Background: an optimization exercise with open tools, aiming at small area. Do not read the settings as production practice.
In this exercise RTL edits were held to simulation tests only and were not proved equivalent to the original.
No driver is modelled on the clock port, so clocking that relies on it looks cheaper here than on a real chip.
No activity file was given, so power comes from the tool's default toggle rates.

== lane 1 ==
// pong
module pong(clk, row, column, left, right, pause, reset, barra, bola);
	input clk;
	input [9:0] row, column;
	input right, left, pause, reset;
	output reg barra;
	output reg bola;
	reg [7:0] lf;
	wire lz = ~|lf[6:0];
	wire tick = lz & ~lf[7];
	wire fb = lf[7] ^ lf[5] ^ lf[4] ^ lf[3] ^ lz;
	reg [9:0] yc;
	reg [8:0] x1c;
	reg [9:1] y1h;
	reg srv, dxn, dyn;
	wire [9:0] y1c = {y1h, srv | ~x1c[0]};
	function [10:0] add10(input [9:0] a, input [9:0] b);
		integer i;
		reg c;
		begin
			c = 1'b0;
			for (i = 0; i < 10; i = i + 1) begin
				add10[i] = a[i] ^ b[i] ^ c;
				c = (a[i] & b[i]) | (a[i] & c) | (b[i] & c);
			end
			add10[10] = c;
		end
	endfunction
	function [9:0] add9(input [8:0] a, input [8:0] b);
		integer i;
		reg c;
		begin
			c = 1'b0;
			for (i = 0; i < 9; i = i + 1) begin
				add9[i] = a[i] ^ b[i] ^ c;
				c = (a[i] & b[i]) | (a[i] & c) | (b[i] & c);
			end
			add9[9] = c;
		end
	endfunction
	function [9:0] step10(input [9:0] v, input d, input e);
		integer i;
		reg u, w;
		begin
			u = e & ~d;
			w = e & d;
			for (i = 0; i < 10; i = i + 1) begin
				step10[i] = v[i] ^ (u | w);
				u = u & v[i];
				w = w & ~v[i];
			end
		end
	endfunction
	wire [10:0] spc = add10(column, yc);
	wire [9:0] sbr = add9(row[8:0], x1c);
	wire [10:0] sbc = add10(column, y1c);
	wire prow = (row[9:3] == 7'd55) | (row == 10'd448);
	wire pcol = spc[10] & (spc[9:7] == 3'd0) &
		(~spc[6] | (spc[5:3] == 3'd0 & ~(spc[2] & (spc[1] | spc[0]))));
	wire brow = ~row[9] & sbr[9] & (sbr[8:4] == 5'd0) & ~(sbr[3] & (sbr[2] | (sbr[1] & sbr[0])));
	wire bcol = sbc[10] & (sbc[9:4] == 6'd0) & ~(sbc[3] & (sbc[2] | (sbc[1] & sbc[0])));
  ...
For scale: roughly 320 cells after synthesis, roughly 27 I/O pins.
==> module pong, before the edit <==
module pong(clk, row, column, left, right, pause, reset, barra, bola);
	input clk;
	input [9:0] row, column;
	input right, left, pause, reset;
	output reg barra;
	output reg bola;
	reg [7:0] lf;
	wire lz = ~|lf[6:0];
	wire tick = lz & ~lf[7];
	wire fb = lf[7] ^ lf[5] ^ lf[4] ^ lf[3] ^ lz;
	reg [9:0] yc;
	reg [8:0] x1c;
	reg [9:1] y1h;
	reg srv, dxn, dyn;
	wire [9:0] y1c = {y1h, srv | ~x1c[0]};
	function [10:0] add10(input [9:0] a, input [9:0] b);
		integer i;
		reg c;
		begin
			c = 1'b0;
			for (i = 0; i < 10; i = i + 1) begin
				add10[i] = a[i] ^ b[i] ^ c;
				c = (a[i] & b[i]) | (a[i] & c) | (b[i] & c);
			end
			add10[10] = c;
		end
	endfunction
	function [9:0] add9(input [8:0] a, input [8:0] b);
		integer i;
		reg c;
		begin
			c = 1'b0;
			for (i = 0; i < 9; i = i + 1) begin
				add9[i] = a[i] ^ b[i] ^ c;
				c = (a[i] & b[i]) | (a[i] & c) | (b[i] & c);
			end
			add9[9] = c;
		end
	endfunction
	function [9:0] step10(input [9:0] v, input d, input e);
		integer i;
		reg u, w;
		begin
			u = e & ~d;
			w = e & d;
			for (i = 0; i < 10; i = i + 1) begin
				step10[i] = v[i] ^ (u | w);
				u = u & v[i];
				w = w & ~v[i];
			end
		end
	endfunction
	wire [10:0] spc = add10(column, yc);
	wire [9:0] sbr = add9(row[8:0], x1c);
	wire [10:0] sbc = add10(column, y1c);
	wire prow = (row[9:3] == 7'd55) | (row == 10'd448);
	wire pcol = spc[10] & (spc[9:7] == 3'd0) &
		(~spc[6] | (spc[5:3] == 3'd0 & ~(spc[2] & (spc[1] | spc[0]))));
	wire brow = ~row[9] & sbr[9] & (sbr[8:4] == 5'd0) & ~(sbr[3] & (sbr[2] | (sbr[1] & sbr[0])));
	wire bcol = sbc[10] & (sbc[9:4] == 6'd0) & ~(sbc[3] & (sbc[2] | (sbc[1] & sbc[0])));
	always @(posedge clk) begin
		barra <= prow & pcol;
		bola <= brow & bcol;
	end
	wire [10:0] h = add10(~y1c, yc);
	wire fneg = ~h[10] & (h[9:4] == 6'h3f) & (h[3] | h[2]);
	wire fpos = h[10] & (h[9:7] == 3'd0) & (~h[6] | (h[5:3] == 3'd0 & ~(h[2] & (h[1] | h[0]))));
	wire hit = ~x1c[8] & ~x1c[7] & ~x1c[5] & x1c[4] & ~x1c[3] & x1c[2] & ~x1c[1] & ~x1c[0] & (fneg | fpos);
	wire hup = fpos & (h[6] | h[5] | (h[4] & (h[3] | (h[2] & h[1] & h[0]))));
	wire x0 = (x1c == 9'h1ff);
	wire y0 = (y1c == 10'h3ff);
	wire y630 = (y1c == ~10'd630);
	wire out = ~x1c[8] & ~x1c[7] & ~x1c[6] & ~x1c[3] & ~x1c[2];
	reg ndx, ndy;
	always @(*) begin
		ndx = dxn;
		ndy = dyn;
		if (dxn && x0) ndx = 1'b0;
		if (dyn && y0) ndy = 1'b0;
		if (!dyn && y630) ndy = 1'b1;
		if (hit) begin
			ndx = 1'b1;
			ndy = !hup;
		end
	end
	wire ydn = !left;
	wire ymax = ~yc[9] & ~yc[5] & ~yc[4] & ~yc[2] & ~yc[0];
	wire ymove = tick & (ydn ? (yc != 10'h3ff) : (!right && !ymax));
	wire [9:0] ycn = step10(yc, !ydn, ymove);
	wire diag = !srv || hit;
	wire [9:0] x1cn = step10({1'b1, x1c}, !(diag ? ndx : 1'b0), tick);
	wire [9:0] y1cn = step10(y1c, !ndy, tick & diag);
	wire ld = !reset | (tick & out);
	always @(posedge clk) begin
		lf <= reset ? {lf[6:0], fb} : 8'd1;
		yc <= reset ? ycn : ~10'd320;
		x1c <= ld ? ~9'd20 : x1cn[8:0];
		y1h <= ld ? ~9'd160 : y1cn[9:1];
		if (ld) begin
			srv <= 1'b1;
		end else if (tick && diag) begin
			srv <= 1'b0;
			dxn <= ndx;
			dyn <= ndy;
		end
	end
endmodule
Settings: LEC_CHECK=0, CAP_MARGIN=20, CORE_MARGIN=2, CORE_UTILIZATION=70, GPL_TIMING_DRIVEN=0, PLACE_DENSITY=0.8, SLEW_MARGIN=20; clock period 10.0 ns.
standard.sh (not shown) runs the stock make flow with config.mk's settings and CLKGATE_MAP_FILE= SYNTH_SCRIPT=/design/flow/synth_recipe.tcl, a recipe that flattens the netlist after the stock synthesis.
==> flow/flow/run.sh <==
#!/bin/bash
# Layout flow: the standard flow (standard.sh) with these changes:
#  - synthesis is ORFS's, except that Yosys's synth runs with -noabc (no
#    quick generic abc pass before the adder extraction), and ORFS's one
#    abc call is replaced by flow/abc_portfolio.tcl, which maps the logic
#    for area with each flow/abc*.abc script (dch + amap and variants) and
#    keeps the smallest netlist; the registers are mapped before any abc
#    call and are those of the standard synthesis;
#  - the port buffers are the smallest buffer, buf_1;
#  - the clock tree is built of clkbuf_4, and flow/post_cts.tcl upsizes
#    to clkbuf_8 the buffers whose clock pins would see too high a slew.
# The make output goes to flow.log here; ORFS's own logs are under orfs/logs.
set -euo pipefail
W=$(pwd)
F=$W/flow
export PF_ABC_DIR=$F
python3 - "$FLOW_HOME/scripts/synth.tcl" "$W/synth_area.tcl" "$F/abc_portfolio.tcl" <<'PY'
import sys
src, dst, pf = sys.argv[1:]
s = open(src).read()
old = "  log_cmd abc {*}$abc_args\n"
assert s.count(old) == 1, "abc call not found in synth.tcl"
open(dst, "w").write(s.replace(old, "  source " + pf + "\n"))
PY
sed "s|source \$::env(SCRIPTS_DIR)/synth.tcl|source $W/synth_area.tcl|" \
	"$W/synth_recipe.tcl" > "$W/synth_recipe_area.tcl"
grep -q 'synth_area.tcl' "$W/synth_recipe_area.tcl"
bash "$W/standard.sh" "SYNTH_SCRIPT=$W/synth_recipe_area.tcl" "SYNTH_ARGS=-noabc" \
	"BUFFER_PORTS_ARGS=-buffer_cell sky130_fd_sc_hd__buf_1" \
	"CTS_ARGS=-sink_clustering_enable -repair_clock_nets -dont_use_dummy_load -buf_list sky130_fd_sc_hd__clkbuf_4 -root_buf sky130_fd_sc_hd__clkbuf_4" \
	"POST_CTS_TCL=$F/post_cts.tcl" finish > "$W/flow.log" 2>&1
Other scripts of this flow, unchanged in this note and not shown: flow/flow/abc10_2xm.abc, flow/flow/abc11_4x.abc, flow/flow/abc12_c2x.abc, flow/flow/abc1_dch_amap.abc, flow/flow/abc2_dch_amapm.abc, flow/flow/abc3_compress_amap.abc, flow/flow/abc4_mfs_amap.abc, flow/flow/abc5_nf.abc, flow/flow/abc6_c3.abc, flow/flow/abc7_cdc.abc, flow/flow/abc8_2x.abc, flow/flow/abc9_c2m.abc, flow/flow/abc_portfolio.tcl, flow/flow/post_cts.tcl
Setup changes, lane 1 to lane 2
-- flow/design.v --
<<< lane 1, line 40
	function [9:0] step10(input [9:0] v, input d, input e);
		integer i;
		reg u, w;
		begin
			u = e & ~d;
			w = e & d;
			for (i = 0; i < 10; i = i + 1) begin
				step10[i] = v[i] ^ (u | w);
				u = u & v[i];
				w = w & ~v[i];
			end
		end
>>> lane 2, line 40
	function [9:0] step10(input [9:0] v, input d, input e);
		integer i;
		reg c;
		begin
			c = e;
			for (i = 0; i < 10; i = i + 1) begin
				step10[i] = v[i] ^ c;
				c = c & (v[i] ^ d);
			end
		end
==> notes.md <==
Lane 2 closes out successfully: all stages finished, all timing, DRC and antenna checks passed.
Delta (lane 2 minus lane 1): maximum vdd ir drop has decreased; post-placement setup slack went down; pin count of the biggest net entering global routing -5.
Taking lane 1 as the reference, in lane 2 via count now larger; met3 usage in global routing now smaller.
In lane 2 the worst reg2reg path depth turned out 29% higher than in lane 1.
The more densely filled core belongs to lane 2, not lane 1.
Diff lane 1 -> lane 2 | count of non-filler cells in the finished layout | down by a few percent
On ratio of final minimum period to clock period, the higher figure sits with lane 2, not lane 1.
Taking lane 1 as the reference point, the per-cell via count in the routed design of lane 2 rises by about 5%.

separate check: timing with driven ports:
The results above use ideal ports. As a check the final layouts listed here were re-extracted and re-timed, cells and wires unchanged.
Step 1, drivers: a clkbuf_16 drives clk and a buf_2 each remaining input, both assumed.
Step 2 moves the port delays by t, midway between the first and last clock arrival at a register: inputs arrive t later, outputs are due t later. That takes back most of the time a late clock gives input paths.
a / b / c = no drivers / after step 1 / after step 2; a / b = the first two.
| run | t (ns) | setup slack, ns | worst hold slack (ns) | slew at the worst register clock pin (ns) | worst slew at a driven data input, ns |
|---|---|---|---|---|---|
| lane 1 | 0.362 | 2.603 / 2.603 / 2.603 | 0.417 / 0.417 / 0.417 | 0.10 / 0.10 | 0.03 |
| lane 2 | 0.375 | 0.812 / 0.812 / 0.812 | 0.435 / 0.435 / 0.435 | 0.11 / 0.11 | 0.03 |
After both steps every run listed still meets setup and hold.
